Source: an optimization exercise on an open RTL-to-GDS flow (aim: small area). Production flows keep margins and buffers that such runs may drop. In this exercise RTL edits were held to simulation tests only and were not proved equivalent to the original. No driver is modelled on the clock port, so clocking that relies on it looks cheaper here than on a real chip.

==> flow/design.v <==
module SevenSegments(input [3:0] code,
                     output [6:0] segments);
	localparam [15:0] T4_00AA = 16'h00aa;
	localparam [15:0] T4_0303 = 16'h0303;
	localparam [15:0] T4_0F0F = 16'h0f0f;
	localparam [15:0] T4_1111 = 16'h1111;
	localparam [15:0] T4_115B = 16'h115b;
	localparam [15:0] T4_4E4E = 16'h4e4e;
	localparam [15:0] T4_C000 = 16'hc000;
	assign segments = {T4_00AA[code],
		T4_115B[code],
		T4_4E4E[code],
		T4_0F0F[code],
		T4_1111[code],
		T4_C000[code],
		T4_0303[code]};
endmodule
module SevenSegments3(input [2:0] code,
                      output [6:0] segments);
	localparam [7:0] T3_07 = 8'h07;
	localparam [7:0] T3_0A = 8'h0a;
	localparam [7:0] T3_12 = 8'h12;
	localparam [7:0] T3_33 = 8'h33;
	localparam [7:0] T3_44 = 8'h44;
	localparam [7:0] T3_A0 = 8'ha0;
	assign segments = {T3_0A[code],
		T3_07[code],
		T3_33[code],
		T3_12[code],
		T3_44[code],
		T3_A0[code],
		T3_12[code]};
endmodule
module Counter16Bits(
		input clk,
		input reset,
		input enable,
		output reg [3:0] digit0,
		output reg [3:0] digit1,
		output reg [3:0] digit2,
		output reg [3:0] digit3,
		output reg [2:0] digit4
	);
	localparam [7:0] T3_22 = 8'h22;
	localparam [7:0] T3_80 = 8'h80;
	localparam [7:0] T3_F1 = 8'hf1;
	localparam [7:0] T3_F8 = 8'hf8;
	localparam [15:0] T4_0055 = 16'h0055;
	localparam [15:0] T4_0505 = 16'h0505;
	localparam [15:0] T4_4400 = 16'h4400;
	localparam [15:0] T4_4A4A = 16'h4a4a;
	localparam [15:0] T4_5F0F = 16'h5f0f;
	localparam [15:0] T4_CCCC = 16'hcccc;
	localparam [15:0] T4_FF05 = 16'hff05;
	wire [3:0] next0 = {T4_4A4A[digit0], T4_5F0F[digit0], T4_FF05[digit0], T4_CCCC[digit0]};
	wire [3:0] next1 = {T4_4A4A[digit1], T4_5F0F[digit1], T4_FF05[digit1], T4_CCCC[digit1]};
	wire [3:0] next2 = {T4_4A4A[digit2], T4_5F0F[digit2], T4_FF05[digit2], T4_CCCC[digit2]};
	wire [3:0] next3 = {T4_4A4A[digit3], T4_5F0F[digit3], T4_FF05[digit3], T4_CCCC[digit3]};
	wire [2:0] next4 = {T3_F1[digit4], T3_22[digit4], T3_F8[digit4]};
	wire nine0 = T4_0505[digit0];
	wire nine1 = T4_0505[digit1];
	wire nine2 = T4_0505[digit2];
	wire nine3 = T4_0505[digit3];
	wire top = T3_80[digit4] & T4_4400[digit3] & T4_4400[digit2] &
	           T4_0055[digit1] & T4_4400[digit0];
	wire en1 = enable & nine0;
	wire en2 = en1 & nine1;
	wire en3 = en2 & nine2;
	wire en4 = en3 & nine3;
	wire clr = ~reset | (enable & top);
	always @(posedge clk) begin
		if (clr) begin
			digit0 <= 4'd7;
			digit1 <= 4'd7;
			digit2 <= 4'd7;
			digit3 <= 4'd7;
			digit4 <= 3'd3;
		end else begin
			if (enable) digit0 <= next0;
			if (en1) digit1 <= next1;
			if (en2) digit2 <= next2;
			if (en3) digit3 <= next3;
			if (en4) digit4 <= next4;
		end
	end
endmodule
module FreqDivider(
		input clk,
		input reset,
		input [9:0] factor,
		output tick
);
	localparam [17:0] LO_INV  = 18'h15555;
	localparam [9:0] HI_INV = 10'h3ff;
	reg [17:0] lo_q;
	reg [9:0] hi_q;
	wire [9:0] hi = hi_q ^ HI_INV;
	reg clk_out;
	wire [17:0] lo = lo_q ^ LO_INV;
	wire [10:0] ge;
	assign ge[0] = 1'b1;
	genvar j;
	generate
		for (j = 0; j < 10; j = j + 1) begin : cmp
			assign ge[j+1] = (hi[j] & ~factor[j]) | ((hi[j] | ~factor[j]) & ge[j]);
		end
	endgenerate
	wire hit = ge[10];
	wire lo_zero = lo[16:0] == 17'd0;
	wire lo_last = lo[17] & lo_zero;
	wire run_hi = reset & ~hit;
	wire [10:0] c;
	assign c[0] = lo_last;
	generate
		for (j = 0; j < 10; j = j + 1) begin : inc
			assign c[j+1] = c[j] & hi[j];
		end
	endgenerate
	wire [17:0] lo_next = {18{run_hi}} & {lo[16:0], lo[17] ^ lo[10] ^ lo_zero};
	always @(posedge clk) begin
		lo_q <= lo_next ^ LO_INV;
		hi_q <= ({10{run_hi}} & (hi ^ c[9:0])) ^ HI_INV;
		clk_out <= reset & (clk_out ^ hit);
	end
	assign tick = reset & hit & ~clk_out;
endmodule
module DCalles_Lab7_7Segments(
		input clk,
		input reset,
		input [9:0] clkFactor,
		output [6:0] segment0,
		output [6:0] segment1,
		output [6:0] segment2,
		output [6:0] segment3,
		output [6:0] segment4
	);
	wire tickSignal;
	wire [3:0] digit0Signal, digit1Signal, digit2Signal, digit3Signal;
	wire [2:0] digit4Signal;
	FreqDivider FreqDivider0(
		.clk(clk), .reset(reset), .factor(clkFactor), .tick(tickSignal));
	Counter16Bits Counter16Bits0(
		.clk(clk), .reset(reset), .enable(tickSignal),
		.digit0(digit0Signal), .digit1(digit1Signal), .digit2(digit2Signal),
		.digit3(digit3Signal), .digit4(digit4Signal));
	SevenSegments SevenSegments0(digit0Signal, segment0);
	SevenSegments SevenSegments1(digit1Signal, segment1);
	SevenSegments SevenSegments2(digit2Signal, segment2);
	SevenSegments SevenSegments3(digit3Signal, segment3);
	SevenSegments3 SevenSegments4(digit4Signal, segment4);
endmodule
==> flow/config.mk <==
export PLATFORM = sky130hd
export DESIGN_NAME = DCalles_Lab7_7Segments
export DESIGN_NICKNAME = DCalles_Lab7_7Segments
export VERILOG_FILES = /design/flow/design.v
export SDC_FILE = /design/flow/constraint.sdc
export NUM_CORES = 4
export LEC_CHECK = 0
export CAP_MARGIN = 20
export CORE_MARGIN = 2
export CORE_UTILIZATION = 40
export SLEW_MARGIN = 20
==> flow/constraint.sdc <==
create_clock -name core_clock -period 12.5 [get_ports {clk}]
set_input_delay 2.5000 -clock core_clock [delete_from_list [all_inputs] [get_ports {clk}]]
set_output_delay 2.5000 -clock core_clock [all_outputs]
set_load 0.01 [all_outputs]
standard.sh (not shown) runs the stock make flow with config.mk's settings and CLKGATE_MAP_FILE= SYNTH_SCRIPT=/design/flow/synth_recipe.tcl, a recipe that flattens the netlist after the stock synthesis.
==> flow/flow/run.sh <==
#!/bin/bash
# Layout flow: the standard.sh (ORFS) with
# - synthesis through flow/synth.tcl (area-oriented abc script, adder cells
#   turned back into logic before abc);
# - port buffers of the smallest buffer cell, sky130_fd_sc_hd__buf_1;
# - clock tree synthesis with the arguments in flow/cts_args: clkbuf_8
#   buffers and no dummy loads; then flow/resize_clock.tcl makes the
#   buffers that drive few pins clkbuf_4.
# Each tool's full output is in the ORFS logs under orfs/logs; make's
# output is in flow.log.
set -euo pipefail
here=$(pwd)
export FLOW_SYNTH_TCL=$here/synth_recipe.tcl
export FLOW_DIR=$here/flow
export CLOCK_SMALL_FANOUT=13
bash standard.sh SYNTH_SCRIPT=$here/flow/synth.tcl \
  "BUFFER_PORTS_ARGS=-buffer_cell sky130_fd_sc_hd__buf_1" \
  "CTS_ARGS=$(cat $here/flow/cts_args)" POST_CTS_TCL=$here/flow/resize_clock.tcl finish > flow.log 2>&1
Other scripts of this flow, unchanged in this note and not shown: flow/flow/area.abc, flow/flow/cts_args, flow/flow/resize_clock.tcl, flow/flow/synth.tcl, flow/flow/unmap_adders.v
Next try:
--- a/flow/design.v
+++ b/flow/design.v
@@ -100,11 +100,11 @@
 	wire [10:0] ge;
 	assign ge[0] = 1'b1;
 	genvar j;
 	generate
 		for (j = 0; j < 10; j = j + 1) begin : cmp
-			assign ge[j+1] = (hi[j] & ~factor[j]) | ((hi[j] | ~factor[j]) & ge[j]);
+			assign ge[j+1] = (hi[j] ^ factor[j]) ? hi[j] : ge[j];
 		end
 	endgenerate
 	wire hit = ge[10];
 	wire lo_zero = lo[16:0] == 17'd0;
 	wire lo_last = lo[17] & lo_zero;
Wire length came out lower by 1.6%; die area is lower by 0.56%; sequential share of layout area barely changes; utilization goes up by 2.0 points; setup slack degrades by 0.19 ns; first-iteration DRC count went down by 25%; cell count shrinks by 1.5%.

port drivers added, routing unchanged:
Ports are ideal in the flow. The routed layouts listed here were re-timed in OpenROAD.
Step 1, drivers: a clkbuf_16 drives clk and a buf_2 each remaining input, both assumed.
Step 2 times the ports against the registers' clock, not the clock port: input delays grow and output delays shrink by t, the midpoint of the rising clock arrivals with the driver on.
a / b / c = ideal ports / drivers / drivers and shift; a / b = the first two.
run	t, ns	setup WS [ns]	worst hold slack (ns)
the first run	0.349	5.938 / 5.941 / 5.593	0.377 / 0.377 / 0.377
the second run	0.357	5.747 / 5.749 / 5.392	0.357 / 0.357 / 0.357
After both steps every run listed still meets setup and hold. The setup slack of the second run, which loses most, moves by +0.002 ns with the drivers and by -0.355 ns with both steps.
